Context: an optimization exercise on an open-source flow, tuned for small area and a short achievable clock period. The choices shown serve that exercise and are no tape-out recipe. At most, simulation tests tie the RTL to the original design; equivalence was not proved. Only the layout flow was run in runs 3 to 6; the RTL was not checked for function there. No activity file was given, so power comes from the tool's default toggle rates.

==> design.v <==
`timescale 1ns / 1ps
module rf_read_port
    #(parameter DATA_SIZE = 32)
    (
    input wire [8 * DATA_SIZE - 1:0] i_rf,
    input wire [7:0] i_sel,
    input wire i_fwd_res,
    input wire [DATA_SIZE - 1:0] i_wr_result,
    input wire i_fwd_ld,
    input wire [DATA_SIZE - 1:0] i_data,
    output reg [DATA_SIZE - 1:0] o_value
    );
    integer k;
    always @(*)
    begin
        o_value = ({DATA_SIZE{i_fwd_res}} & i_wr_result) | ({DATA_SIZE{i_fwd_ld}} & i_data);
        for (k = 0; k < 8; k = k + 1)
            o_value = o_value | ({DATA_SIZE{i_sel[k]}} & i_rf[k * DATA_SIZE +: DATA_SIZE]);
    end
endmodule
module add_unit
    #(parameter DATA_SIZE = 32)
    (
    input wire [DATA_SIZE - 1:0] i_q,
    input wire [DATA_SIZE - 1:0] i_p,
    input wire i_sub,
    output wire [DATA_SIZE - 1:0] o_sum,
    output wire [DATA_SIZE - 1:0] o_and,
    output wire [DATA_SIZE - 1:0] o_xor,
    output wire [DATA_SIZE - 1:0] o_nor
    );
    wire [DATA_SIZE - 1:0] c;
    wire [DATA_SIZE - 1:0] b;
    add_xor #(.DATA_SIZE(DATA_SIZE)) INV (.i_q(i_p), .i_p({DATA_SIZE{i_sub}}), .o_xor(b));
    add_xor #(.DATA_SIZE(DATA_SIZE)) PROP (.i_q(i_q), .i_p(b), .o_xor(o_xor));
    add_and #(.DATA_SIZE(DATA_SIZE)) GEN (.i_q(i_q), .i_b(b), .o_and(o_and), .o_nor(o_nor));
    add_prefix #(.DATA_SIZE(DATA_SIZE)) CARRY (.i_g(o_and), .i_p(o_xor), .i_cin(i_sub), .o_c(c));
    add_sum #(.DATA_SIZE(DATA_SIZE)) SUM (.i_p(o_xor), .i_c(c), .o_sum(o_sum));
endmodule
module add_xor
    #(parameter DATA_SIZE = 32)
    (
    input wire [DATA_SIZE - 1:0] i_q,
    input wire [DATA_SIZE - 1:0] i_p,
    output wire [DATA_SIZE - 1:0] o_xor
    );
    assign o_xor = i_q ^ i_p;
endmodule
module add_and
    #(parameter DATA_SIZE = 32)
    (
    input wire [DATA_SIZE - 1:0] i_q,
    input wire [DATA_SIZE - 1:0] i_b,
    output wire [DATA_SIZE - 1:0] o_and,
    output wire [DATA_SIZE - 1:0] o_nor
    );
    assign o_and = i_q & i_b;
    assign o_nor = ~(i_q | i_b);
endmodule
module add_prefix
    #(parameter DATA_SIZE = 32)
    (
    input wire [DATA_SIZE - 1:0] i_g,
    input wire [DATA_SIZE - 1:0] i_p,
    input wire i_cin,
    output wire [DATA_SIZE - 1:0] o_c
    );
    wire [DATA_SIZE - 1:0] g0 = {i_g[DATA_SIZE - 2:0], i_cin};
    wire [DATA_SIZE - 1:0] p0 = {i_p[DATA_SIZE - 2:0], 1'b0};
    wire [15:0] L0_T_g, L0_T_p;
    add_prefix_aoi #(.K(16), .WITH_P(1)) L0_T (
        .i_g_hi({g0[31], g0[29], g0[27], g0[25], g0[23], g0[21], g0[19], g0[17], g0[15], g0[13], g0[11], g0[9], g0[7], g0[5], g0[3], g0[1]}),
        .i_p_hi({p0[31], p0[29], p0[27], p0[25], p0[23], p0[21], p0[19], p0[17], p0[15], p0[13], p0[11], p0[9], p0[7], p0[5], p0[3], p0[1]}),
        .i_g_lo({g0[30], g0[28], g0[26], g0[24], g0[22], g0[20], g0[18], g0[16], g0[14], g0[12], g0[10], g0[8], g0[6], g0[4], g0[2], g0[0]}),
        .i_p_lo({p0[30], p0[28], p0[26], p0[24], p0[22], p0[20], p0[18], p0[16], p0[14], p0[12], p0[10], p0[8], p0[6], p0[4], p0[2], 1'b0}),
        .o_g(L0_T_g), .o_p(L0_T_p));
    wire gi_0 = ~L0_T_g[0];
    wire gi_1 = ~L0_T_g[2];
    wire gi_2 = ~L0_T_g[4];
    wire gi_3 = ~L0_T_g[6];
    wire gi_4 = ~L0_T_g[8];
    wire gi_5 = ~L0_T_g[10];
    wire gi_6 = ~L0_T_g[12];
    wire gi_7 = ~L0_T_g[14];
    wire pi_8 = ~L0_T_p[0];
    wire pi_9 = ~L0_T_p[2];
    wire pi_10 = ~L0_T_p[4];
    wire pi_11 = ~L0_T_p[6];
    wire pi_12 = ~L0_T_p[8];
    wire pi_13 = ~L0_T_p[10];
    wire pi_14 = ~L0_T_p[12];
    wire pi_15 = ~L0_T_p[14];
    wire [7:0] L1_T_g, L1_T_p;
    add_prefix_aoi #(.K(8), .WITH_P(1)) L1_T (
        .i_g_hi({g0[30], g0[26], g0[22], g0[18], g0[14], g0[10], g0[6], g0[2]}),
        .i_p_hi({p0[30], p0[26], p0[22], p0[18], p0[14], p0[10], p0[6], p0[2]}),
        .i_g_lo({gi_7, gi_6, gi_5, gi_4, gi_3, gi_2, gi_1, gi_0}),
        .i_p_lo({pi_15, pi_14, pi_13, pi_12, pi_11, pi_10, pi_9, pi_8}),
        .o_g(L1_T_g), .o_p(L1_T_p));
    wire [7:0] L1_N_g, L1_N_p;
    add_prefix_oai #(.K(8), .WITH_P(1)) L1_N (
        .i_g_hi({L0_T_g[15], L0_T_g[13], L0_T_g[11], L0_T_g[9], L0_T_g[7], L0_T_g[5], L0_T_g[3], L0_T_g[1]}),
        .i_p_hi({L0_T_p[15], L0_T_p[13], L0_T_p[11], L0_T_p[9], L0_T_p[7], L0_T_p[5], L0_T_p[3], L0_T_p[1]}),
        .i_g_lo({L0_T_g[14], L0_T_g[12], L0_T_g[10], L0_T_g[8], L0_T_g[6], L0_T_g[4], L0_T_g[2], L0_T_g[0]}),
        .i_p_lo({L0_T_p[14], L0_T_p[12], L0_T_p[10], L0_T_p[8], L0_T_p[6], L0_T_p[4], L0_T_p[2], L0_T_p[0]}),
        .o_g(L1_N_g), .o_p(L1_N_p));
    wire [7:0] L2_T_g, L2_T_p;
    add_prefix_aoi #(.K(8), .WITH_P(1)) L2_T (
        .i_g_hi({L1_N_g[7], g0[28], L1_N_g[5], g0[20], L1_N_g[3], g0[12], L1_N_g[1], g0[4]}),
        .i_p_hi({L1_N_p[7], p0[28], L1_N_p[5], p0[20], L1_N_p[3], p0[12], L1_N_p[1], p0[4]}),
        .i_g_lo({L1_N_g[6], L1_N_g[6], L1_N_g[4], L1_N_g[4], L1_N_g[2], L1_N_g[2], L1_N_g[0], L1_N_g[0]}),
        .i_p_lo({L1_N_p[6], L1_N_p[6], L1_N_p[4], L1_N_p[4], L1_N_p[2], L1_N_p[2], L1_N_p[0], L1_N_p[0]}),
        .o_g(L2_T_g), .o_p(L2_T_p));
    wire gi_16 = ~L1_N_g[0];
    wire gi_17 = ~L1_N_g[2];
    wire gi_18 = ~L1_N_g[4];
    wire gi_19 = ~L1_N_g[6];
    wire pi_20 = ~L1_N_p[0];
    wire pi_21 = ~L1_N_p[2];
    wire pi_22 = ~L1_N_p[4];
    wire pi_23 = ~L1_N_p[6];
    wire [7:0] L2_N_g, L2_N_p;
    add_prefix_oai #(.K(8), .WITH_P(1)) L2_N (
        .i_g_hi({L1_T_g[7], L0_T_g[14], L1_T_g[5], L0_T_g[10], L1_T_g[3], L0_T_g[6], L1_T_g[1], L0_T_g[2]}),
        .i_p_hi({L1_T_p[7], L0_T_p[14], L1_T_p[5], L0_T_p[10], L1_T_p[3], L0_T_p[6], L1_T_p[1], L0_T_p[2]}),
        .i_g_lo({gi_19, gi_19, gi_18, gi_18, gi_17, gi_17, gi_16, gi_16}),
        .i_p_lo({pi_23, pi_23, pi_22, pi_22, pi_21, pi_21, pi_20, pi_20}),
        .o_g(L2_N_g), .o_p(L2_N_p));
    wire gi_24 = ~L2_T_g[1];
    wire gi_25 = ~L2_T_g[5];
    wire pi_26 = ~L2_T_p[1];
    wire pi_27 = ~L2_T_p[5];
    wire [7:0] L3_T_g, L3_T_p;
    add_prefix_aoi #(.K(8), .WITH_P(1)) L3_T (
        .i_g_hi({L2_N_g[7], L2_N_g[6], L1_N_g[6], g0[24], L2_N_g[3], L2_N_g[2], L1_N_g[2], g0[8]}),
        .i_p_hi({L2_N_p[7], L2_N_p[6], L1_N_p[6], p0[24], L2_N_p[3], L2_N_p[2], L1_N_p[2], p0[8]}),
        .i_g_lo({gi_25, gi_25, gi_25, gi_25, gi_24, gi_24, gi_24, gi_24}),
        .i_p_lo({pi_27, pi_27, pi_27, pi_27, pi_26, pi_26, pi_26, pi_26}),
        .o_g(L3_T_g), .o_p(L3_T_p));
    wire [7:0] L3_N_g, L3_N_p;
    add_prefix_oai #(.K(8), .WITH_P(1)) L3_N (
        .i_g_hi({L2_T_g[7], L2_T_g[6], L1_T_g[6], L0_T_g[12], L2_T_g[3], L2_T_g[2], L1_T_g[2], L0_T_g[4]}),
        .i_p_hi({L2_T_p[7], L2_T_p[6], L1_T_p[6], L0_T_p[12], L2_T_p[3], L2_T_p[2], L1_T_p[2], L0_T_p[4]}),
        .i_g_lo({L2_T_g[5], L2_T_g[5], L2_T_g[5], L2_T_g[5], L2_T_g[1], L2_T_g[1], L2_T_g[1], L2_T_g[1]}),
        .i_p_lo({L2_T_p[5], L2_T_p[5], L2_T_p[5], L2_T_p[5], L2_T_p[1], L2_T_p[1], L2_T_p[1], L2_T_p[1]}),
        .o_g(L3_N_g), .o_p(L3_N_p));
    wire [7:0] L4_T_g, L4_T_p;
    add_prefix_aoi #(.K(8), .WITH_P(0)) L4_T (
        .i_g_hi({L3_N_g[7], L3_N_g[6], L3_N_g[5], L3_N_g[4], L2_N_g[5], L2_N_g[4], L1_N_g[4], g0[16]}),
        .i_p_hi({L3_N_p[7], L3_N_p[6], L3_N_p[5], L3_N_p[4], L2_N_p[5], L2_N_p[4], L1_N_p[4], p0[16]}),
        .i_g_lo({L3_N_g[3], L3_N_g[3], L3_N_g[3], L3_N_g[3], L3_N_g[3], L3_N_g[3], L3_N_g[3], L3_N_g[3]}),
        .i_p_lo({L3_N_p[3], L3_N_p[3], L3_N_p[3], L3_N_p[3], L3_N_p[3], L3_N_p[3], L3_N_p[3], L3_N_p[3]}),
        .o_g(L4_T_g), .o_p(L4_T_p));
    wire gi_28 = ~L3_N_g[3];
    wire pi_29 = ~L3_N_p[3];
    wire [7:0] L4_N_g, L4_N_p;
    add_prefix_oai #(.K(8), .WITH_P(0)) L4_N (
        .i_g_hi({L3_T_g[7], L3_T_g[6], L3_T_g[5], L3_T_g[4], L2_T_g[5], L2_T_g[4], L1_T_g[4], L0_T_g[8]}),
        .i_p_hi({L3_T_p[7], L3_T_p[6], L3_T_p[5], L3_T_p[4], L2_T_p[5], L2_T_p[4], L1_T_p[4], L0_T_p[8]}),
        .i_g_lo({gi_28, gi_28, gi_28, gi_28, gi_28, gi_28, gi_28, gi_28}),
        .i_p_lo({pi_29, pi_29, pi_29, pi_29, pi_29, pi_29, pi_29, pi_29}),
        .o_g(L4_N_g), .o_p(L4_N_p));
    assign o_c = {L4_T_g[7], L4_N_g[7], L4_N_g[6], L4_T_g[6], L4_N_g[5], L4_T_g[5], L4_T_g[4], L4_N_g[4], L4_N_g[3], L4_T_g[3], L4_T_g[2], L4_N_g[2], L4_T_g[1], L4_N_g[1], L4_N_g[0], L4_T_g[0], L3_N_g[3], L3_T_g[3], L3_T_g[2], L3_N_g[2], L3_T_g[1], L3_N_g[1], L3_N_g[0], L3_T_g[0], L2_T_g[1], L2_N_g[1], L2_N_g[0], L2_T_g[0], L1_N_g[0], L1_T_g[0], L0_T_g[0], g0[0]};
endmodule
module add_sum
    #(parameter DATA_SIZE = 32)
    (
    input wire [DATA_SIZE - 1:0] i_p,
    input wire [DATA_SIZE - 1:0] i_c,
    output wire [DATA_SIZE - 1:0] o_sum
    );
    assign o_sum = i_p ^ i_c ^ 32'h96696996;
endmodule
module add_prefix_aoi
    #(parameter K = 16, parameter WITH_P = 1)
    (
    input wire [K - 1:0] i_g_hi,
    input wire [K - 1:0] i_p_hi,
    input wire [K - 1:0] i_g_lo,
    input wire [K - 1:0] i_p_lo,
    output wire [K - 1:0] o_g,
    output wire [K - 1:0] o_p
    );
    assign o_g = ~(i_g_hi | (i_p_hi & i_g_lo));
    assign o_p = WITH_P ? ~(i_p_hi & i_p_lo) : {K{1'b0}};
endmodule
module add_prefix_oai
    #(parameter K = 16, parameter WITH_P = 1)
    (
    input wire [K - 1:0] i_g_hi,
    input wire [K - 1:0] i_p_hi,
    input wire [K - 1:0] i_g_lo,
    input wire [K - 1:0] i_p_lo,
    output wire [K - 1:0] o_g,
    output wire [K - 1:0] o_p
    );
    assign o_g = ~(i_g_hi & (i_p_hi | i_g_lo));
    assign o_p = WITH_P ? ~(i_p_hi | i_p_lo) : {K{1'b0}};
endmodule
module shift_unit
    #(parameter DATA_SIZE = 32)
    (
    input wire [DATA_SIZE - 1:0] i_q,
    input wire [4:0] i_n,
    input wire i_left,
    input wire i_arith,
    output wire [DATA_SIZE - 1:0] o_value,
    output wire o_fill
    );
    function [DATA_SIZE - 1:0] rev;
        input [DATA_SIZE - 1:0] x;
        integer k;
        begin
            for (k = 0; k < DATA_SIZE; k = k + 1)
                rev[k] = x[DATA_SIZE - 1 - k];
        end
    endfunction
    assign o_fill = i_arith & i_q[DATA_SIZE - 1];
    wire [DATA_SIZE - 1:0] sh_in = i_left ? rev(i_q) : i_q;
    wire [3:0] a = 4'b0001 << i_n[1:0];
    wire [3:0] b = 4'b0001 << i_n[3:2];
    wire [DATA_SIZE + 2:0] x0 = {{3{o_fill}}, sh_in};
    wire [DATA_SIZE - 1:0] x1, x2;
    wire [DATA_SIZE + 11:0] x1e = {{12{o_fill}}, x1};
    genvar i;
    generate
        for (i = 0; i < DATA_SIZE; i = i + 1) begin : bitx
            assign x1[i] = (a[0] & x0[i]) | (a[1] & x0[i + 1]) | (a[2] & x0[i + 2]) | (a[3] & x0[i + 3]);
            assign x2[i] = (b[0] & x1e[i]) | (b[1] & x1e[i + 4]) | (b[2] & x1e[i + 8]) | (b[3] & x1e[i + 12]);
        end
    endgenerate
    assign o_value = i_n[4] ? {{16{o_fill}}, x2[DATA_SIZE - 1:16]} : x2;
endmodule
`timescale 1ns / 1ps
module core_pipeline
    #(
      parameter ADDRESS_SIZE = 10,
      parameter DATA_SIZE = 32
     )
    (
    input wire i_clk,
    input wire i_rst_n,
    input wire i_sys_stop,
    input wire i_sys_start,
    input wire signed [DATA_SIZE - 1:0] i_data,
    input wire [15:0] i_instruction,
    output wire o_read,
    output wire o_write,
    output wire [ADDRESS_SIZE - 1:0] o_address,
    output wire signed [DATA_SIZE - 1:0] o_data,
    output wire [ADDRESS_SIZE - 1:0] o_program_counter
    );
    reg r_sys_halt;
    always @(posedge i_clk)
    begin
        if (i_sys_stop)
            r_sys_halt <= 1'b1;
        else if (i_sys_start)
            r_sys_halt <= 1'b0;
    end
    reg [ADDRESS_SIZE - 1:0] r_pc;      
    reg [15:0] r_ir_read;               
    reg [15:0] r_ir_exec;               
    reg        r_wr_we;                 
    reg        r_wr_load;               
    reg [2:0]  r_wr_dest;               
    reg [DATA_SIZE - 1:0] r_wr_result;  
    reg [DATA_SIZE - 1:0] r_rf [0:7];   
    wire [15:0] ir = r_ir_exec;
    wire g_alu  = ir[15:14] == 2'b11;
    wire g_brl  = ir[15:14] == 2'b01;
    wire g_mem  = ir[15:14] == 2'b00;
    wire g_ctrl = ir[15:14] == 2'b10;
    wire i_arith = g_alu & ~ir[13];
    wire i_logic = g_alu & ir[13] & ~ir[9];
    wire i_halt  = g_alu & ir[9];
    wire i_loadc = g_mem & (ir[13:12] == 2'b01);
    reg r_ex_store, r_ex_load;           
    wire i_store = r_ex_store;
    wire i_load  = r_ex_load;
    wire i_shl   = g_brl & ir[13];
    wire i_shr   = g_brl & ~ir[13];
    wire ex_we = (g_alu & ~ir[9]) | g_brl | i_loadc | i_load;
    wire [2:0] ex_dest = g_mem ? ir[10:8] : ir[8:6];
    wire [15:0] ir_rd = r_ir_read;
    wire [2:0] rd_idx_p = ir_rd[2:0];
    wire [2:0] rd_idx_q = (ir_rd[15:14] == 2'b11) ? ir_rd[5:3] :
                          (ir_rd[15:14] == 2'b00) ? ir_rd[10:8] : ir_rd[8:6];
    wire rd_fwd_p = ex_we & (ex_dest == rd_idx_p);
    wire rd_fwd_q = ex_we & (ex_dest == rd_idx_q);
    reg [7:0] r_sel_p, r_sel_q;
    reg r_fwd_p_res, r_fwd_p_ld, r_fwd_q_res, r_fwd_q_ld;
    integer s;
    always @(posedge i_clk)
    begin
        if (~r_sys_halt)
        begin
            for (s = 0; s < 8; s = s + 1)
            begin
                r_sel_p[s] <= ~rd_fwd_p & (rd_idx_p == s);
                r_sel_q[s] <= ~rd_fwd_q & (rd_idx_q == s);
            end
            r_fwd_p_res <= rd_fwd_p & ~i_load;
            r_fwd_p_ld <= rd_fwd_p & i_load;
            r_fwd_q_res <= rd_fwd_q & ~i_load;
            r_fwd_q_ld <= rd_fwd_q & i_load;
        end
    end
    wire [8 * DATA_SIZE - 1:0] rf_flat = {r_rf[7], r_rf[6], r_rf[5], r_rf[4],
                                          r_rf[3], r_rf[2], r_rf[1], r_rf[0]};
    wire [DATA_SIZE - 1:0] op_p, op_q;
    rf_read_port #(.DATA_SIZE(DATA_SIZE)) READ_P (
        .i_rf(rf_flat), .i_sel(r_sel_p), .i_fwd_res(r_fwd_p_res), .i_wr_result(r_wr_result),
        .i_fwd_ld(r_fwd_p_ld), .i_data(i_data), .o_value(op_p));
    rf_read_port #(.DATA_SIZE(DATA_SIZE)) READ_Q (
        .i_rf(rf_flat), .i_sel(r_sel_q), .i_fwd_res(r_fwd_q_res), .i_wr_result(r_wr_result),
        .i_fwd_ld(r_fwd_q_ld), .i_data(i_data), .o_value(op_q));
    wire [DATA_SIZE - 1:0] w_wr_value = r_wr_load ? i_data : r_wr_result;
    wire sub = ~ir[13] & ir[12];
    wire [DATA_SIZE - 1:0] sum, g0, p0, n0;
    add_unit #(.DATA_SIZE(DATA_SIZE)) ADDER (
        .i_q(op_q), .i_p(op_p), .i_sub(sub),
        .o_sum(sum), .o_and(g0), .o_xor(p0), .o_nor(n0));
    wire lg_a = i_logic & (ir[11] ? ir[12] : ~ir[12]);                       
    wire lg_x = i_logic & (ir[12] ? ~(ir[11] | ir[10]) : (ir[11] | ir[10]));  
    wire lg_n = i_logic & ir[12];                                             
    function [DATA_SIZE - 1:0] rev;
        input [DATA_SIZE - 1:0] x;
        integer k;
        begin
            for (k = 0; k < DATA_SIZE; k = k + 1)
                rev[k] = x[DATA_SIZE - 1 - k];
        end
    endfunction
    wire [DATA_SIZE - 1:0] sh_r;
    wire sh_fill;
    shift_unit #(.DATA_SIZE(DATA_SIZE)) SHIFTER (
        .i_q(op_q), .i_n(g_brl ? ir[4:0] : 5'd0), .i_left(i_shl), .i_arith(ir[12]),
        .o_value(sh_r), .o_fill(sh_fill));
    wire s_add = i_arith;
    wire s_shr = (i_shr & ~ir[5]) | g_mem;
    wire s_shl = i_shl & ~ir[5];
    wire s_fill = i_shr & ir[5] & sh_fill;
    wire [DATA_SIZE - 1:0] s_shr_v = {{(DATA_SIZE - 8){s_shr}}, {8{s_shr & ~i_loadc}}};
    wire [DATA_SIZE - 1:0] result =
        ({DATA_SIZE{s_add}} & sum) |
        ({DATA_SIZE{lg_a}} & g0) | ({DATA_SIZE{lg_x}} & p0) | ({DATA_SIZE{lg_n}} & n0) |
        (s_shr_v & sh_r) | ({DATA_SIZE{s_shl}} & rev(sh_r)) |
        {{(DATA_SIZE - 8){s_fill}}, {8{s_fill}} | ({8{i_loadc}} & ir[7:0])};
    assign o_read = i_load;
    assign o_write = i_store;
    assign o_address = i_load ? op_p[ADDRESS_SIZE - 1:0] :
                       i_store ? op_q[ADDRESS_SIZE - 1:0] : {ADDRESS_SIZE{1'b0}};
    assign o_data = i_store ? op_p : {DATA_SIZE{1'b0}};
    reg cond;
    always @(*)
    begin
        case (ir[11:9])
            3'd0: cond = op_q[DATA_SIZE - 1];
            3'd1: cond = ~op_q[DATA_SIZE - 1];
            3'd2: cond = op_q == 0;
            3'd3: cond = op_q != 0;
            default: cond = 1'b0;
        endcase
    end
    wire take = g_ctrl & (~ir[12] | cond);
    wire [ADDRESS_SIZE - 1:0] target = ir[13] ? op_p[ADDRESS_SIZE - 1:0] :
        r_pc + {{(ADDRESS_SIZE - 6){ir[5]}}, ir[5:0]};
    always @(posedge i_clk, negedge i_rst_n)
    begin
        if (~i_rst_n)
            r_pc <= 0;
        else if (~r_sys_halt)
        begin
            if (take)
                r_pc <= target;
            else if (~i_halt)
                r_pc <= r_pc + 1'b1;
        end
    end
    assign o_program_counter = r_pc;
    always @(posedge i_clk, negedge i_rst_n)
    begin
        if (~i_rst_n)
        begin
            r_ir_read[15:11] <= 5'd0;
            r_ir_exec[15:11] <= 5'd0;
            r_ex_store <= 1'b0;
            r_ex_load <= 1'b0;
        end
        else if (~r_sys_halt)
        begin
            if (take)
            begin
                r_ir_read[15:11] <= 5'd0;
                r_ir_exec[15:11] <= 5'd0;
                r_ex_store <= 1'b0;
                r_ex_load <= 1'b0;
            end
            else
            begin
                r_ir_read[15:11] <= i_instruction[15:11];
                r_ir_exec[15:11] <= r_ir_read[15:11];
                r_ex_store <= (r_ir_read[15:12] == 4'b0010);
                r_ex_load <= (r_ir_read[15:12] == 4'b0011);
            end
        end
    end
    always @(posedge i_clk)
    begin
        if (~r_sys_halt)
        begin
            r_ir_read[10:0] <= i_instruction[10:0];
            r_ir_exec[10:0] <= r_ir_read[10:0];
        end
    end
    always @(posedge i_clk, negedge i_rst_n)
    begin
        if (~i_rst_n)
            r_wr_we <= 1'b0;
        else if (~r_sys_halt)
            r_wr_we <= ex_we;
    end
    always @(posedge i_clk)
    begin
        if (~r_sys_halt)
        begin
            r_wr_load <= i_load;
            r_wr_dest <= ex_dest;
            r_wr_result <= result;
        end
    end
    integer r;
    always @(posedge i_clk, negedge i_rst_n)
    begin
        if (~i_rst_n)
        begin
            for (r = 0; r < 8; r = r + 1)
                r_rf[r] <= 0;
        end
        else if (r_wr_we)
            r_rf[r_wr_dest] <= w_wr_value;
    end
endmodule
==> flow/run.sh <==
#!/bin/bash
# Layout flow: the standard flow (standard.sh, unchanged synthesis),
# with the port buffers made of buf_4 cells instead of the slow delay-cell
# buffers the resizer otherwise picks (and cannot resize away).
set -euo pipefail
echo 'export BUFFER_PORTS_ARGS = -buffer_cell sky130_fd_sc_hd__buf_4' >> config.mk
bash standard.sh > standard_flow.log 2>&1
==> standard.sh <==
#!/bin/bash
# synth_recipe.tcl (not shown) runs the flow's synth.tcl, then flattens the netlist and writes it again
# the make line also repeats each setting of config.mk as NAME=value (left out here)
make -C /OpenROAD-flow-scripts/flow DESIGN_CONFIG=/design/flow/config.mk WORK_HOME=/design/flow/orfs CLKGATE_MAP_FILE= SYNTH_SCRIPT=/design/flow/synth_recipe.tcl "${@:-finish}"
==> config.mk <==
export PLATFORM = sky130hd
export DESIGN_NAME = core_pipeline
export DESIGN_NICKNAME = core_pipeline
export VERILOG_FILES = /design/flow/design.v
export SDC_FILE = /design/flow/constraint.sdc
export NUM_CORES = 4
export LEC_CHECK = 0
export CAP_MARGIN = 20
export CORE_MARGIN = 2
export CORE_UTILIZATION = 40
export PLACE_DENSITY = 0.45
export SETUP_SLACK_MARGIN = 3.0
export SLEW_MARGIN = 20
export SYNTH_HIERARCHICAL = 1
export BUFFER_PORTS_ARGS = -buffer_cell sky130_fd_sc_hd__buf_4
==> constraint.sdc <==
create_clock -name core_clock -period 7.0 [get_ports {i_clk}]
set_input_delay 1.4000 -clock core_clock [delete_from_list [all_inputs] [get_ports {i_clk}]]
set_output_delay 1.4000 -clock core_clock [all_outputs]
set_load 0.01 [all_outputs]
==> results of run 1 <==
layer usage:
| metal | track usage | vias up | wire length, um |
|---|---|---|---|
| met5 | 0 | - | 0 |
| met4 | 0.180 | 0 | 6410 |
| met3 | 0.0533 | 308 | 8730 |
| met2 | 0.547 | 1295 | 48700 |
| met1 | 0.465 | 11400 | 43800 |
| li1 | - | 9764 | - |
area by class of cell:
class	count	share of cell area
multi-input combinational	1898	0.475
sequential	358	0.329
timing repair buffer	342	0.105
clock buffer	59	0.0447
tap	765	0.0337
clock inverter	23	0.00713
inverter	44	0.00598
placed cells by master, fill, tap and decap left out, types with 21 or more instances in the layout:
cell,n
buf_4,299
nand2_1,297
dfrtp_1,279
nor2_1,214
a22oi_1,197
a21oi_1,169
o21ai_0,168
edfxtp_1,78
nand4_1,74
and2_1,68
mux2i_1,68
a22o_1,65
a221oi_2,62
xor2_2,50
clkbuf_16,50
nand3_1,40
xor2_1,39
inv_1,37
a221oi_1,37
a222oi_1,33
mux4_2,30
o21ai_1,24
mux2_2,24
a21oi_2,22
buf_12,22
xnor2_1,21
critical path: stages:
cell and delay (ps):
buf_4 130, a22oi_1 180, nand4_1 210, buf_4 240
nand2_1 50, o21ai_0 200, buf_4 230
final timing paths:
path,from,cells past startpoint,slack (ps),end
max reg2reg,r_sel_q[3],14,3020,r_wr_result[3]
min reg2reg,r_ir_read[9],0,450,r_ir_exec[9]
min,r_ir_read[9],0,450,r_ir_exec[9]
max in group asynchronous,i_rst_n,2,4550,r_wr_we
min in group asynchronous,i_rst_n,1,840,r_rf[5][20]
max,i_data[1],7,2960,o_address[1]
state kept, by name, summed over array words and instances (netlist names):
name and flops:
r_ex_load 1, r_ex_store 1, r_fwd_p_ld 1, r_fwd_p_res 1
r_fwd_q_ld 1, r_fwd_q_res 1, r_ir_exec 16, r_ir_read 16
r_pc 10, r_rf 256, r_sel_p 8, r_sel_q 8
r_sys_halt 1, r_wr_dest 3, r_wr_load 1, r_wr_result 32
r_wr_we 1
stage by stage:
step / hold WS (ps) / utilization / power (mW) / instance area, um2
after floorplan: 418 / - / 6.99 / 23200
after global placement: 445 / 0.430 / 8.54 / 24700
after detailed placement: 444 / 0.430 / 8.59 / 24700
after CTS: 457 / 0.477 / 11.3 / 27400
after global routing: 483 / 0.495 / 12.4 / 28400
final: 454 / 0.495 / 11.8 / 28400
power groups by stage:
stage	Sequential, mW	Combinational [mW]	Clock, mW
after floorplan	3.61	3.39	0
after global placement	3.85	4.69	0
after detailed placement	3.86	4.72	0
after CTS	3.82	5.07	2.41
after global routing	3.96	5.95	2.49
final	3.85	5.55	2.37
repair_timing:
item                       in CTS  in global routing
hold buffers                    0                  0
setup buffers                 118                 54
pin swaps                      50                 46
cloned                          3                  3
resized for setup              52                 89
setup endpoints to repair      96                 63
==> results_dict.tcl, run 1 <==
set metrics [dict create \
    status "timing/DRC/antenna clean" \
    die_w_um 245 \
    switching_share 0.431 \
    drv_slew 0 \
    via_per_inst 6.52 \
    clkSinkCount 358 \
    ff_latch_area_um2 9340 \
    cts_tree "built" \
    grt_pass1_vias 21800 \
    end_kind "primary output" \
    rsz0062_at_grt "yes" \
    p_seq_frac 0.327 \
    cts.clk_slew.worst_paths_ps 50 \
    core_um2 57500 \
    hp-class "reg2reg" \
    drtIter0Drc 2895 \
    final.setup_skew_ps 17.8 \
    synth.net_count 2542 \
    clock_latency_ps 590 \
    dieArea_um2 59800 \
    layout_setup_ws_ps 2960 \
    leakage_nw 11.2 \
    finalHoldViolations 0 \
    vias 22700 \
    worstMarginPinSlew_ps 1180 \
    postSynthCellCount 2479 \
    cts_root_buffer "clkbuf_16" \
    firstDrtPassIters 7 \
    tns_ps 0 \
    crit_required_ps 5600 \
    routabilityCongestion 0.973 \
    antennaDiodeCount 0 \
    syn_area_per_cell_um2 9.34 \
    cts_buffers 44 \
    start_kind "input pin" \
    finalCritPeriodShare 0.577 \
    antenna_found_initial 4 \
    setup_viol 0 \
    min_period_ps 4040 \
    comb_power_share 0.471 \
    drc 0 \
    nFillCells 5490 \
    drive_above_1_share 0.249 \
    grt_pass1_wl_um 152000 \
    dpl_worst_slack_ps 1580 \
    critical_path_class "in2out" \
    wl_per_cell_um 30.8 \
    grtUsageTotal 0.348 \
    dieHeight_um 245 \
    max_freq_ghz 0.247 \
    yosys_warnings 10 \
    wirelength_um 108000 \
    crit_fanout 3 \
    pwr-share-clk 0.201 \
    stdcell_count 3489 \
    ir_drop_mv 0.245 \
    grt_max_degree 112 \
    port_buffers 105 \
    p_sw_mw 5.07 \
    cts_max_level 2 \
    area_delta_synth_final_pct 22.9 \
    io_pins 106 \
    clock_path_buffers 3 \
    netlist_area_um2 23100 \
    final_antenna_net_count 0 \
    nets 2751 \
    grt-ovfl-total 0 \
    max-cap-violations 0 \
    slew_headroom 0.210 \
    hpwl_um 67300 \
    cp_data_arrival_time_ps 2640 \
    start_util 0.403 \
    p_int_mw 6.70 \
    num_rows 88 \
    dp.cells 3229 \
    multi_input_area_um2 13500 \
    powerDensity_nw_per_um2 414 \
]
==> run 2: changes to the inputs <==
--- a/config.mk
+++ b/config.mk
@@ -8,6 +8,6 @@
 export CAP_MARGIN = 20
 export CORE_MARGIN = 2
-export CORE_UTILIZATION = 40
-export PLACE_DENSITY = 0.45
+export CORE_UTILIZATION = 55
+export PLACE_DENSITY = 0.65
 export SETUP_SLACK_MARGIN = 3.0
 export SLEW_MARGIN = 20
==> run 2 against run 1 <==
  * Clock power decreased by 2%
  * Largest power group unchanged
  * Fmax increased by 0.12%
  * Cell area decreased by 4.4%
  * Largest cell class unchanged
  * Highest routed layer is now met5
  * Non-clock buffer count decreased by 76
  * Sequential power about the same
  * Area after synthesis unchanged
  * Critical endpoint is now r_pc[9]
==> results_dict.tcl, run 2 <==
set metrics [dict create \
    status "timing/DRC/antenna clean" \
    final.setup_skew_ps 23.5 \
    reg_top3 "r_rf x256, r_wr_result x32" \
    tns_ps 0 \
    drv_slew 0 \
    start_util 0.554 \
    netlist_area_um2 23100 \
    slowest_delay_ps 650 \
    routabilityCongestion 1.04 \
    stdcell_count 3184 \
    crit_chain "buf_4, a22oi_1, nand4_1, buf_4, nor4_1, and4_1, and3_1, o311ai_4, buf_4, or4_1, nand3_1" \
    r2r_slack_ps 3020 \
    max_freq_ghz 0.248 \
    nets 2673 \
    cts_buffers 42 \
    drive_above_1_share 0.219 \
    dp.cells 2986 \
    rsz0062_at_grt "yes" \
    dieArea_um2 43700 \
    max-cap-violations 0 \
    critical_path.top_delay_family "simple AND/OR/NAND/NOR gates" \
    holdWs_ps 461 \
    finalCritPeriodShare 0.577 \
    leakage_nw 10.7 \
    grt_pass1_wl_um 140000 \
    finalHoldViolations 0 \
    drtIter0Drc 3125 \
    antenna_found_initial 2 \
    critPathLaunch "i_data[16]" \
    rr_startpoint "r_sel_q[6]" \
    worst_path_most_repeated_cell "buf_4" \
    num_rows 75 \
    crit_required_ps 7520 \
    critical_path_class "in2reg" \
    wirelength_um 94100 \
    postSynthCellCount 2479 \
    crit_fanout 31 \
    grt_max_degree 145 \
    via_per_inst 7.16 \
    setup_viol 0 \
    multi_input_area_um2 13300 \
    hp-class "reg2reg" \
    ir_drop_mv 0.272 \
    nFillCells 3446 \
    io_pins 106 \
    ff_latch_area_um2 9350 \
    port_buffers 105 \
    hp-start "r_ir_read[10]" \
    cts.clk_slew.worst_paths_ps 60 \
    layout_commonest_cell "nand2_1" \
    drc 0 \
    cpMaxStageDelayCell "nor4_1" \
    largest-register "r_rf" \
    firstDrtPassIters 10 \
    hold_buffers 0 \
    clock_latency_ps 590 \
    vias 22800 \
    syn_area_per_cell_um2 9.34 \
    dieHeight_um 209 \
    yosys_warnings 10 \
    cts_root_buffer "clkbuf_16" \
    slew_headroom 0.199 \
    wl_per_cell_um 29.6 \
    largest_reg_flops 256 \
    crit_buf_inv 3 \
    synth.net_count 2542 \
    die_w_um 209 \
    layout_common_cells "298 x nand2_1, 278 x dfrtp_1, 239 x buf_4" \
    grt-ovfl-total 0 \
    core_um2 41800 \
    cts_max_level 2 \
    start_kind "input pin" \
    clock_path_buffers 3 \
    min_period_ps 4040 \
    grtUsageTotal 0.429 \
    cts_tree "built" \
    area_delta_synth_final_pct 17.6 \
    hpwl_um 57300 \
    clkSinkCount 358 \
    powerDensity_nw_per_um2 419 \
    final_antenna_net_count 0 \
    grt_pass1_vias 22200 \
    cp_data_arrival_time_ps 4550 \
    worstMarginPinSlew_ps 1190 \
    end_kind "flop" \
]
-- run 2: worst paths after layout --
check | to | cells after the start
max in group asynchronous | r_ir_exec[14] | 2
hold reg to reg | r_ir_exec[10] | 0
setup / recovery | r_pc[9] | 11
min in group asynchronous | r_rf[0][21] | 1
hold / removal | r_ir_exec[10] | 0
setup reg to reg | r_wr_result[9] | 13
-- run 2: power by group --
part           internal [mW]  switching, mW  leakage, nW
Combinational           2.12           3.09         6.08
Clock                   1.40          0.938        0.720
Sequential              3.02          0.841         3.93
-- run 2: worst register-to-register path, stage by stage, from the launching register on --
cell	delay [ps]
edfxtp_1	400
buf_6	170
bufbuf_16	310
a22o_1	210
a221oi_2	170
nand4_1	110
buf_4	200
buf_4	170
mux4_2	530
mux4_2	540
o22ai_1	180
a31oi_1	150
a221oi_1	340
nand3_1	200
-- run 2: repair_timing --
item                       4_1_cts  5_1_grt
buffers inserted                89       24
cloned                           4        0
pin swaps                       44       25
resized for setup               31       81
setup endpoints to repair       74       43
-- run 2: cell type report --
type	instances	share of cell area
timing repair buffer	266	0.0811
inverter	44	0.00648
clock buffer	63	0.0460
tap	539	0.0248
sequential	358	0.344
antenna	1	0.0000920
multi-input combinational	1898	0.490
clock inverter	15	0.00754
-- run 2: stage by stage --
step	power, mW	utilization	instance area (um2)	setup WS (ps)
2_1_floorplan	6.99	-	23200	2930
3_3_place_gp	8.33	0.580	24200	1880
3_5_place_dp	8.44	0.580	24200	1840
4_1_cts	11.0	0.636	26600	2950
5_1_grt	12.0	0.651	27200	2880
6_report	11.4	0.651	27200	2960
-- run 2: layer usage --
metal  vias up  track usage  share of wire
met5         -            0        0.00014
met4         2        0.272          0.072
met3       452        0.106           0.12
met2      1719        0.658           0.45
met1     11000        0.546           0.37
li1       9616            -              -
==> run 3: changes to the inputs <==
--- a/design.v
+++ b/design.v
@@ -286,4 +286,5 @@
     wire [2:0] rd_idx_p = ir_rd[2:0];
     wire [2:0] rd_idx_q = (ir_rd[15:14] == 2'b11) ? ir_rd[5:3] :
+                          (ir_rd[15:12] == 4'b0011) ? ir_rd[2:0] :
                           (ir_rd[15:14] == 2'b00) ? ir_rd[10:8] : ir_rd[8:6];
     wire rd_fwd_p = ex_we & (ex_dest == rd_idx_p);
@@ -350,6 +351,5 @@
     assign o_read = i_load;
     assign o_write = i_store;
-    assign o_address = i_load ? op_p[ADDRESS_SIZE - 1:0] :
-                       i_store ? op_q[ADDRESS_SIZE - 1:0] : {ADDRESS_SIZE{1'b0}};
+    assign o_address = (i_load | i_store) ? op_q[ADDRESS_SIZE - 1:0] : {ADDRESS_SIZE{1'b0}};
     assign o_data = i_store ? op_p : {DATA_SIZE{1'b0}};
     reg cond;
--- a/config.mk
+++ b/config.mk
@@ -8,7 +8,7 @@
 export CAP_MARGIN = 20
 export CORE_MARGIN = 2
-export CORE_UTILIZATION = 55
-export PLACE_DENSITY = 0.65
-export SETUP_SLACK_MARGIN = 3.0
+export CORE_UTILIZATION = 40
+export PLACE_DENSITY = 0.45
+export SETUP_SLACK_MARGIN = 3.3
 export SLEW_MARGIN = 20
 export SYNTH_HIERARCHICAL = 1
==> run 3 against run 2 <==
  * Critical path type is now reg2out
  * Global-route usage is 6.4 points lower
  * Critical path depth shrank 2
  * Still clean on timing, DRC and antenna
  * Highest routed layer unchanged
  * Utilization is 11 points lower
  * Largest cell class unchanged
  * Sequential share of layout area decreased by 3.9 points
  * Total power increased by 14%
  * Critical endpoint is now o_data[8]
  * Wire length up 20%
==> results_dict.tcl, run 3 <==
set metrics [dict create \
    cts.clk_slew.worst_paths_ps 60 \
    max-cap-violations 0 \
    finalHoldViolations 0 \
    wirelength_um 113000 \
    status "timing/DRC/antenna clean" \
    rsz0062_at_grt "yes" \
    cts_max_level 2 \
    grt_pass1_vias 22600 \
    final_antenna_net_count 0 \
    postSynthCellCount 2470 \
    cpMaxStageDelayCell "edfxtp_1" \
    p_sw_mw 5.65 \
    grt-ovfl-total 0 \
    yosys_warnings 10 \
    netlist_area_um2 23000 \
    p_seq_frac 0.300 \
    hold_buffers 0 \
    largest_reg_flops 256 \
    grt_util_met1 0.472 \
    crit_chain "buf_6, buf_12, a22o_1, a221oi_4, nand4_1, buf_4, buf_4, and2_1, buf_4" \
    routabilityCongestion 0.971 \
    max_freq_ghz 0.250 \
    antenna_found_initial 5 \
    layout_setup_ws_ps 3010 \
    worstMarginPinSlew_ps 1200 \
    stdcell_count 3542 \
    crit_fanout 8 \
    start_util 0.406 \
    pwr-share-clk 0.183 \
    slowest_delay_ps 400 \
    ir_drop_mv 0.248 \
    port_buffers 105 \
    clkSinkCount 358 \
    cts_tree "built" \
    core_um2 56700 \
    wl_per_cell_um 31.8 \
    vias 23400 \
    dieArea_um2 59500 \
    drv_slew 0 \
    final.setup_skew_ps 16.9 \
    power_mw 13.0 \
    dpl_cell_area_um2 24400 \
    dpl_worst_slack_ps 1530 \
    grtUsageTotal 0.366 \
    grt_max_degree 146 \
    clock_latency_ps 590 \
    clock_path_buffers 3 \
    hpwl_um 63000 \
    cts_buffers 45 \
    drive_above_1_share 0.319 \
    via_per_inst 6.60 \
    nets 2810 \
    cp_data_arrival_time_ps 2590 \
    synth.net_count 2533 \
    critical_path_class "reg2out" \
    die_w_um 244 \
    crit_required_ps 5600 \
    p_int_mw 7.34 \
    num_rows 87 \
    dieHeight_um 244 \
    hp-class "reg2reg" \
    cts_root_buffer "clkbuf_16" \
    setup_viol 0 \
    slew_headroom 0.199 \
    grt.met3_usage 0.0675 \
    layout_common_cells "278 x dfrtp_1, 259 x nand2_1, 242 x buf_4" \
    final_area_um2 30700 \
    grt_pass1_wl_um 159000 \
    end_kind "primary output" \
    largest-register "r_rf" \
    drc 0 \
    comb_power_share 0.517 \
    tns_ps 0 \
    layout_commonest_cell "dfrtp_1" \
    area_delta_synth_final_pct 33.1 \
    drtIter0Drc 2937 \
    reg_top3 "r_rf x256, r_wr_result x32" \
    worst_path_most_repeated_cell "buf_4" \
    io_pins 106 \
    ff_latch_area_um2 9350 \
    holdWs_ps 491 \
    start_kind "flop" \
    syn_area_per_cell_um2 9.33 \
    busiest_layer "met2" \
    multi_input_area_um2 14500 \
    nFillCells 5167 \
    dp.cells 3199 \
    firstDrtPassIters 8 \
    switching_share 0.435 \
    finalCritPeriodShare 0.570 \
    postLayoutCoreUtil 0.541 \
    leakage_nw 12.1 \
    min_period_ps 3990 \
    powerDensity_nw_per_um2 424 \
    gr-usage-met2 0.571 \
]
[run 3: cell types whose count changed in the layout (fill, tap and decap cells not counted), moves of 22 or more]
cell / delta
buf_6: +93
and2_1: -27
a22oi_2: +26
o21ai_0: -22
and2_4: +22
nand2_1: -39
a22oi_1: -30
buf_12: +29
[run 3: final timing paths]
kind | startpoint | end | slack, ps | cells past startpoint
worst min register to register | r_ir_read[9] | r_ir_exec[9] | 490 | 0
worst min-delay path | r_ir_read[9] | r_ir_exec[9] | 490 | 0
min in group asynchronous | i_rst_n | r_rf[1][18] | 800 | 1
max in group asynchronous | i_rst_n | r_ir_exec[13] | 4780 | 2
worst max-delay path | r_sel_p[6] | o_data[8] | 3010 | 9
worst max register to register | r_sel_p[3] | r_wr_result[17] | 3010 | 18
[run 3: worst max-delay path, delay by kind of cell (launching register included)]
family | cells | cell delay (ps)
buf+inv | 5 | 790
flops | 1 | 400
compound gates | 2 | 530
simple gates | 2 | 260
[run 3: power by group through the flow]
stage | sequential, mW | clock (mW) | combinational (mW)
after global routing | 4.00 | 2.48 | 7.16
after floorplan | 3.63 | 0 | 3.56
after detailed placement | 3.86 | 0 | 4.97
after CTS | 3.85 | 2.40 | 6.07
after global placement | 3.84 | 0 | 4.93
final | 3.90 | 2.37 | 6.72
[run 3: final cells by class]
class / instances / area share
multi-input cells: 1890 / 0.472
flip-flops and latches: 358 / 0.305
repair buffers: 408 / 0.139
clock buffers: 69 / 0.0423
well taps: 756 / 0.0308
inverters: 44 / 0.00645
clock inverters: 14 / 0.00518
diodes: 3 / 0.000245
[run 3: repair_timing]
action / 4_1_cts / 5_1_grt
endpoints found under the setup margin: 96 / 96
buffers inserted: 190 / 46
cloned: 11 / 8
pin swaps: 131 / 139
resized for setup: 334 / 175
[run 3: routing by layer]
metal,up-vias,part of all wire
li1,9887,-
met1,11700,0.40
met2,1330,0.45
met3,396,0.083
met4,2,0.068
met5,-,0.000089
==> run 4: changes to the inputs <==
--- a/config.mk
+++ b/config.mk
@@ -10,6 +10,7 @@
 export CORE_UTILIZATION = 40
 export PLACE_DENSITY = 0.45
-export SETUP_SLACK_MARGIN = 3.3
+export SETUP_SLACK_MARGIN = 3.6
 export SLEW_MARGIN = 20
 export SYNTH_HIERARCHICAL = 1
+export TNS_END_PERCENT = 0
 export BUFFER_PORTS_ARGS = -buffer_cell sky130_fd_sc_hd__buf_4
==> run 4 against run 3 <==
  * Still clean on timing, DRC and antenna
  * Area after synthesis did not move
  * Cell area down 7.4%
  * Clock skew is 13 ps higher
  * Wire length fell by 5.9%
  * Hold slack got worse by 23 ps
  * Die area did not move
  * Critical path depth is 1 lower
  * Clock power is essentially flat
==> results_dict.tcl, run 4 <==
set metrics [dict create \
    nFillCells 5358 \
    cpMaxStageDelayCell "edfxtp_1" \
    hpwl_um 64200 \
    worstMarginPinSlew_ps 1170 \
    slew_headroom 0.218 \
    grt_max_degree 136 \
    grtUsageTotal 0.346 \
    grt_pass1_wl_um 151000 \
    drive_above_1_share 0.249 \
    wl_per_cell_um 30.7 \
    dieHeight_um 244 \
    finalHoldViolations 0 \
    final_antenna_net_count 0 \
    dieArea_um2 59500 \
    syn_area_per_cell_um2 9.33 \
    min_period_ps 3980 \
    clock_latency_ps 610 \
    netlist_area_um2 23000 \
    stdcell_count 3449 \
    cts_root_buffer "clkbuf_16" \
    end_kind "primary output" \
    num_rows 87 \
    layout_commonest_cell "nand2_1" \
    worst_path_most_repeated_cell "buf_12" \
    dp.cells 3207 \
    final.setup_skew_ps 29.6 \
    cts_max_level 2 \
    rsz0062_at_grt "yes" \
    cts_tree "built" \
    die_w_um 244 \
    hp-class "reg2reg" \
    area_delta_synth_final_pct 23.2 \
    antenna_found_initial 2 \
    vias 22400 \
    powerDensity_nw_per_um2 427 \
    ir_drop_mv 0.220 \
    cts.clk_slew.worst_paths_ps 60 \
    firstDrtPassIters 9 \
    leakage_nw 11.1 \
    yosys_warnings 10 \
    postSynthCellCount 2470 \
    setup_viol 0 \
    grt-ovfl-total 0 \
    status "timing/DRC/antenna clean" \
    dpl_worst_slack_ps 1920 \
    tns_ps 0 \
    grt_pass1_vias 21800 \
    largest-register "r_rf" \
    hold_buffers 0 \
    cp_data_arrival_time_ps 2580 \
    dpl_cell_area_um2 24500 \
    via_per_inst 6.49 \
    cts_buffers 45 \
    crit_chain "buf_6, buf_12, a22o_1, a221oi_2, nand4_1, buf_12, nor2b_1, buf_4" \
    drtIter0Drc 2580 \
    reg_top3 "r_rf x256, r_wr_result x32" \
    clkSinkCount 358 \
    routabilityCongestion 1.00 \
    slowest_delay_ps 410 \
    wirelength_um 106000 \
    max_freq_ghz 0.251 \
    crit_fanout 8 \
    crit_required_ps 5600 \
    drv_slew 0 \
    start_kind "flop" \
    finalCritPeriodShare 0.569 \
    layout_common_cells "278 x nand2_1, 276 x dfrtp_1, 265 x buf_4" \
    clock_path_buffers 3 \
    start_util 0.406 \
    io_pins 106 \
    drc 0 \
    core_um2 56700 \
    nets 2717 \
    port_buffers 105 \
    max-cap-violations 0 \
    layout_setup_ws_ps 3020 \
    largest_reg_flops 256 \
    critical_path_class "reg2out" \
    synth.net_count 2533 \
    final_area_um2 28400 \
]
-- run 4: layer usage --
layer	vias to the layer above	track usage	wire, um
met1	11200	0.451	42500
li1	9721	-	-
met4	0	0.178	6180
met5	-	0	0
met3	289	0.0653	8960
met2	1151	0.549	48400
-- run 4: final cells by class --
type | instances | area (um2) | share of cell area
Timing Repair Buffer | 315 | 2840 | 0.100
Clock inverter | 15 | 166 | 0.00586
Timing Repair inverter | 1 | 8.76 | 0.000309
Antenna cell | 2 | 5.00 | 0.000176
Sequential cell | 358 | 9350 | 0.329
Inverter | 44 | 199 | 0.00701
Multi-Input combinational cell | 1889 | 13600 | 0.478
Clock buffer | 69 | 1310 | 0.0460
Tap cell | 756 | 946 | 0.0333
-- run 4: power by group --
part	internal [mW]	switching (mW)
sequential	3.03	0.856
combinational	2.44	3.42
clock	1.37	0.996
total	6.84	5.27
-- run 4: worst paths after layout --
| path | depth (start not counted) | slack (ps) | end | startpoint |
|---|---|---|---|---|
| setup / recovery | 8 | 3020 | o_address[0] | r_sel_q[2] |
| hold / removal | 0 | 470 | r_ir_exec[10] | r_ir_read[10] |
| min in group asynchronous | 1 | 760 | r_rf[2][18] | i_rst_n |
| hold reg to reg | 0 | 470 | r_ir_exec[10] | r_ir_read[10] |
| setup reg to reg | 14 | 3020 | r_wr_result[15] | r_sel_q[2] |
| max in group asynchronous | 2 | 4810 | r_wr_we | i_rst_n |
-- run 4: stage by stage --
step	power [mW]	hold WS (ps)	utilization
final	12.1	468	0.501
after CTS	11.7	463	0.488
after detailed placement	8.80	454	0.432
after global placement	8.73	456	0.432
after global routing	12.8	472	0.500
after floorplan	7.19	426	-
-- run 4: critical path: cells and delay by family (launching register included) --
family | cells | cell delay, ps
buffers and inverters | 4 | 750
flip-flops | 1 | 410
AO/OA/AOI/OAI | 2 | 430
AND/OR/NAND/NOR | 2 | 370
-- run 4: repair_timing --
| action | CTS | global route |
|---|---|---|
| endpoints found under the setup margin | 96 | 96 |
| gates cloned | 5 | 3 |
| pin swaps | 68 | 39 |
| buffers inserted | 131 | 17 |
| gates resized for setup | 115 | 83 |
==> run 5: changes to the inputs <==
--- a/config.mk
+++ b/config.mk
@@ -8,6 +8,6 @@
 export CAP_MARGIN = 20
 export CORE_MARGIN = 2
-export CORE_UTILIZATION = 40
-export PLACE_DENSITY = 0.45
+export CORE_UTILIZATION = 55
+export PLACE_DENSITY = 0.65
 export SETUP_SLACK_MARGIN = 3.6
 export SLEW_MARGIN = 20
==> run 5 against run 4 <==
  * Sequential power barely moved
  * Total power fell by 3.0%
  * Final cell count fell by 8.4%
  * Area after synthesis did not move
  * Critical path type is now in2reg
==> results_dict.tcl, run 5 <==
set metrics [dict create \
    yosys_warnings 10 \
    timing.rr.end "r_wr_result[13]" \
    final_antenna_net_count 0 \
    num_rows 74 \
    routabilityCongestion 0.993 \
    crit_fanout 5 \
    clock_latency_ps 590 \
    netlist_area_um2 23000 \
    worstMarginPinSlew_ps 1090 \
    via_per_inst 7.22 \
    reg_top3 "r_rf x256, r_wr_result x32" \
    postSynthCellCount 2470 \
    cp_data_arrival_time_ps 4330 \
    grt_max_degree 119 \
    min_period_ps 4030 \
    nets 2662 \
    wl_per_cell_um 30.2 \
    dpl_worst_slack_ps 1940 \
    layout_common_cells "279 x dfrtp_1, 277 x nand2_1, 237 x buf_4" \
    cts_tree "built" \
    drv_slew 0 \
    largest-register "r_rf" \
    grt_pass1_vias 21700 \
    core_um2 41100 \
    crit_end "r_wr_result[13]" \
    grtUsageTotal 0.429 \
    wirelength_um 95300 \
    largest_reg_flops 256 \
    tns_ps 0 \
    hpwl_um 56700 \
    critical_path_class "in2reg" \
    start_kind "input pin" \
    critPathLaunch "i_data[11]" \
    finalCritPeriodShare 0.576 \
    io_pins 106 \
    die_w_um 209 \
    drtIter0Drc 3577 \
    syn_area_per_cell_um2 9.33 \
    crit_required_ps 7300 \
    max_freq_ghz 0.248 \
    r2r_slack_ps 2970 \
    slew_headroom 0.276 \
    rr_startpoint "r_sel_q[3]" \
    grt-ovfl-total 0 \
    hold_buffers 0 \
    powerDensity_nw_per_um2 435 \
    area_delta_synth_final_pct 17.4 \
    dieArea_um2 43500 \
    clkSinkCount 358 \
    layout_setup_ws_ps 2970 \
    cts_root_buffer "clkbuf_16" \
    dieHeight_um 209 \
    final.setup_skew_ps 29.5 \
    synth.net_count 2533 \
    cts.clk_slew.worst_paths_ps 60 \
    end_kind "flop" \
    drive_above_1_share 0.220 \
    layout_commonest_cell "dfrtp_1" \
    rsz0062_at_grt "yes" \
    ir_drop_mv 0.333 \
    cts_max_level 2 \
    r2r_cells 10 \
    antenna_found_initial 2 \
    hp-class "reg2reg" \
    setup_viol 0 \
    clock_path_buffers 3 \
    port_buffers 105 \
    holdWs_ps 457 \
    dp.cells 2975 \
    vias 22800 \
    max-cap-violations 0 \
    grt_pass1_wl_um 140000 \
    drc 0 \
    finalHoldViolations 0 \
    stdcell_count 3161 \
    status "timing/DRC/antenna clean" \
    cts_buffers 42 \
    leakage_nw 10.7 \
    firstDrtPassIters 10 \
    antennaDiodeCount 0 \
    start_util 0.560 \
]
-- run 5: worst min path at each step --
stage	from	to	cells after the start
CTS	r_ir_read[10]	r_ir_exec[10]	0
floorplan	r_ir_read[10]	r_ir_exec[10]	0
finish	r_ir_read[10]	r_ir_exec[10]	0
global route	r_ir_read[10]	r_ir_exec[10]	0
detailed placement	r_ir_read[10]	r_ir_exec[10]	0
global placement	r_ir_read[10]	r_ir_exec[10]	0
-- run 5: repair_timing --
item,CTS,global route
gates resized for setup,59,41
pin swaps,65,19
setup endpoints to repair,96,96
gates cloned,4,1
setup buffers,96,11
-- run 5: critical path, stage by stage --
cell and delay (ps):
buf_4 130, a22oi_1 180, nand4_1 350, mux4_2 640
mux2_2 320, mux2i_1 390, o21ai_0 410, a222oi_1 390
nand3_1 120
-- run 5: metrics by stage --
step	power, mW	utilization	area, um2
2_1_floorplan	7.19	-	23100
3_3_place_gp	8.56	0.587	24100
3_5_place_dp	8.68	0.587	24100
4_1_cts	11.3	0.650	26700
5_1_grt	12.3	0.658	27000
6_report	11.7	0.658	27000
-- run 5: final cells by class --
cell class              count  area (um2)
fillers                  3387       14100
multi-input cells        1891       13300
flip-flops and latches    358        9340
repair buffers            261        2170
clock buffers              54        1170
well taps                 532         666
clock inverters            20         213
inverters                  44         199
repair inverters            1        8.76
-- run 5: power breakdown --
| part | switching, mW | internal [mW] |
|---|---|---|
| combinational | 3.33 | 2.30 |
| clock | 0.936 | 1.33 |
| sequential | 0.832 | 3.03 |
| total | 5.09 | 6.65 |
-- run 5: routing by layer --
| metal | routed length, um | GRT usage |
|---|---|---|
| met1 | 34500 | 0.548 |
| met3 | 12000 | 0.113 |
| met2 | 41300 | 0.646 |
| met5 | 10 | 0 |
| met4 | 7510 | 0.285 |
==> run 6: changes to the inputs <==
--- a/config.mk
+++ b/config.mk
@@ -10,5 +10,5 @@
 export CORE_UTILIZATION = 55
 export PLACE_DENSITY = 0.65
-export SETUP_SLACK_MARGIN = 3.6
+export SETUP_SLACK_MARGIN = 4.0
 export SLEW_MARGIN = 20
 export SYNTH_HIERARCHICAL = 1
==> run 6 against run 5 <==
  * Clock skew unchanged
  * Combinational power about the same
  * Fmax unchanged
  * Non-clock buffer count unchanged
  * Total power unchanged
  * Wire length unchanged
  * Still clean on timing, DRC and antenna
==> results_dict.tcl, run 6 <==
set metrics [dict create \
    via_per_inst 7.22 \
    drv_slew 0 \
    largest_reg_flops 256 \
    route.met3.wl_um 12000 \
    start_util 0.560 \
    cts.clk_slew.worst_paths_ps 60 \
    wl_per_cell_um 30.2 \
    firstDrtPassIters 10 \
    vias 22800 \
    max-cap-violations 0 \
    wl_met2_um 41300 \
    r2r_cells 10 \
    dpl_cell_area_um2 24100 \
    hpwl_um 56700 \
    end_kind "flop" \
    finalHoldViolations 0 \
    r2r_slack_ps 2970 \
    netlist_area_um2 23000 \
    layout_commonest_cell "dfrtp_1" \
    worstMarginPinSlew_ps 1090 \
    critical_path_class "in2reg" \
    hold_buffers 0 \
    wirelength_um 95300 \
    cts_max_level 2 \
    max_freq_ghz 0.248 \
    layout_common_cells "279 x dfrtp_1, 277 x nand2_1, 237 x buf_4" \
    crit_fanout 5 \
    power_mw 11.7 \
    rr_startpoint "r_sel_q[3]" \
    num_rows 74 \
    grt_pass1_vias 21700 \
    dieHeight_um 209 \
    final_area_um2 27000 \
    postSynthCellCount 2470 \
    finalCritPeriodShare 0.576 \
    routabilityCongestion 0.993 \
    status "timing/DRC/antenna clean" \
    ir_drop_mv 0.333 \
    setup_viol 0 \
    cts_root_buffer "clkbuf_16" \
    cts_tree "built" \
    final.setup_skew_ps 29.5 \
    io_pins 106 \
    die_w_um 209 \
    drc 0 \
    min_period_ps 4030 \
    cp_data_arrival_time_ps 4330 \
    hp-start "r_ir_read[10]" \
    hold_depth 0 \
    drtIter0Drc 3577 \
    clkSinkCount 358 \
    port_buffers 105 \
    timing.rr.end "r_wr_result[13]" \
    nets 2662 \
    clock_latency_ps 590 \
    grtUsageTotal 0.429 \
    grt_pass1_wl_um 140000 \
    tns_ps 0 \
    final_antenna_net_count 0 \
    slew_headroom 0.276 \
    cts_buffers 42 \
    largest-register "r_rf" \
    antenna_found_initial 2 \
    whs_endpoint "r_ir_exec[10]" \
    top_layer "met5" \
    core_um2 41100 \
    rsz0062_at_grt "yes" \
    clock_path_buffers 3 \
    crit_required_ps 7300 \
    dieArea_um2 43500 \
    powerDensity_nw_per_um2 435 \
    drive_above_1_share 0.220 \
    yosys_warnings 10 \
    start_kind "input pin" \
    leakage_nw 10.7 \
    hp-class "reg2reg" \
    antennaDiodeCount 0 \
    grt-ovfl-total 0 \
    syn_area_per_cell_um2 9.33 \
    reg_top3 "r_rf x256, r_wr_result x32" \
    area_delta_synth_final_pct 17.4 \
    wl_met1_um 34500 \
    synth.net_count 2533 \
    grt_max_degree 119 \
]
-- run 6: cell counts in the layout (fill, tap and decap cells not counted) --
No cell type changed its count.
-- run 6: critical path, stage by stage --
cell and delay, ps:
buf_4 130, a22oi_1 180, nand4_1 350, mux4_2 640, mux2_2 320, mux2i_1 390
o21ai_0 410, a222oi_1 390, nand3_1 120
-- run 6: report_power, final --
group / leakage, nW / internal [mW] / switching [mW]
clock: 0.685 / 1.33 / 0.936
sequential: 3.98 / 3.03 / 0.832
combinational: 6.03 / 2.30 / 3.33
-- run 6: final cells by class --
class | instances | area, um2
clock buffers | 54 | 1170
clock inverters | 20 | 213
fillers | 3387 | 14100
inverters | 44 | 199
multi-input cells | 1891 | 13300
flip-flops and latches | 358 | 9340
well taps | 532 | 666
repair buffers | 261 | 2170
repair inverters | 1 | 8.76
-- run 6: timing repair --
action,in CTS,in global routing
endpoints found under the setup margin,96,97
buffers inserted,96,11
gates resized for setup,59,41
pin swaps,65,19
cloned,4,1
-- run 6: worst max path at each step --
stage / depth (start not counted) / from / endpoint / slack, ps
5_1_grt: 15 / i_data[2] / r_wr_result[28] / 2950
3_3_place_gp: 14 / i_data[7] / r_wr_result[17] / 1950
2_1_floorplan: 13 / i_data[5] / r_wr_result[29] / 2940
4_1_cts: 6 / i_data[5] / o_data[5] / 3150
6_report: 9 / i_data[11] / r_wr_result[13] / 2970
3_5_place_dp: 14 / i_data[1] / r_wr_result[17] / 1940
-- run 6: per-stage QoR --
stage / setup WS, ps / instances / hold slack, ps / utilization
final: 2970 / 3161 / 457 / 0.658
after global routing: 2950 / 3161 / 462 / 0.658
after detailed placement: 1940 / 2975 / 445 / 0.587
after floorplan: 2940 / 2470 / 426 / -
after global placement: 1950 / 2975 / 445 / 0.587
after CTS: 3150 / 3149 / 459 / 0.650
-- run 6: per-layer routing --
metal  vias up  GRT usage
met5         -          0
li1       9570          -
met1     11000      0.548
met4         2      0.285
met2      1793      0.646
met3       465      0.113

==> port drivers added, routing unchanged <==
How much do the figures lean on ideal ports? The routed layouts below were timed once more, with nothing changed but the port constraints. Step 1 assumes that a clkbuf_16 drives the clock port and a buf_2 every other input. Step 2 moves the port delays by t, midway between the first and last clock arrival at a register: inputs arrive t later, outputs are due t later. That takes back most of the time a late clock gives input paths. a / b / c = ideal / step 1 / step 2; a / b = the first two.
| run | shift t [ns] | slack for setup (ns) | worst register clock-pin slew, ns | worst data-port slew with drivers (ns) | pins driven straight from the clock port |
|---|---|---|---|---|---|
| run 1 | 0.644 | 2.959 / 2.920 / 2.361 | 0.07 / 0.07 | 0.09 | 1 |
| run 2 | 0.635 | 2.964 / 2.931 / 2.325 | 0.07 / 0.07 | 0.13 | 1 |
| run 3 | 0.643 | 3.007 / 2.944 / 2.439 | 0.07 / 0.07 | 0.10 | 1 |
| run 4 | 0.657 | 3.020 / 2.960 / 2.455 | 0.07 / 0.07 | 0.15 | 1 |
| run 5 | 0.645 | 2.969 / 2.971 / 2.329 | 0.07 / 0.07 | 0.09 | 1 |
| run 6 | 0.645 | 2.969 / 2.971 / 2.329 | 0.07 / 0.07 | 0.09 | 1 |
After both steps setup and hold are still met in every run listed.
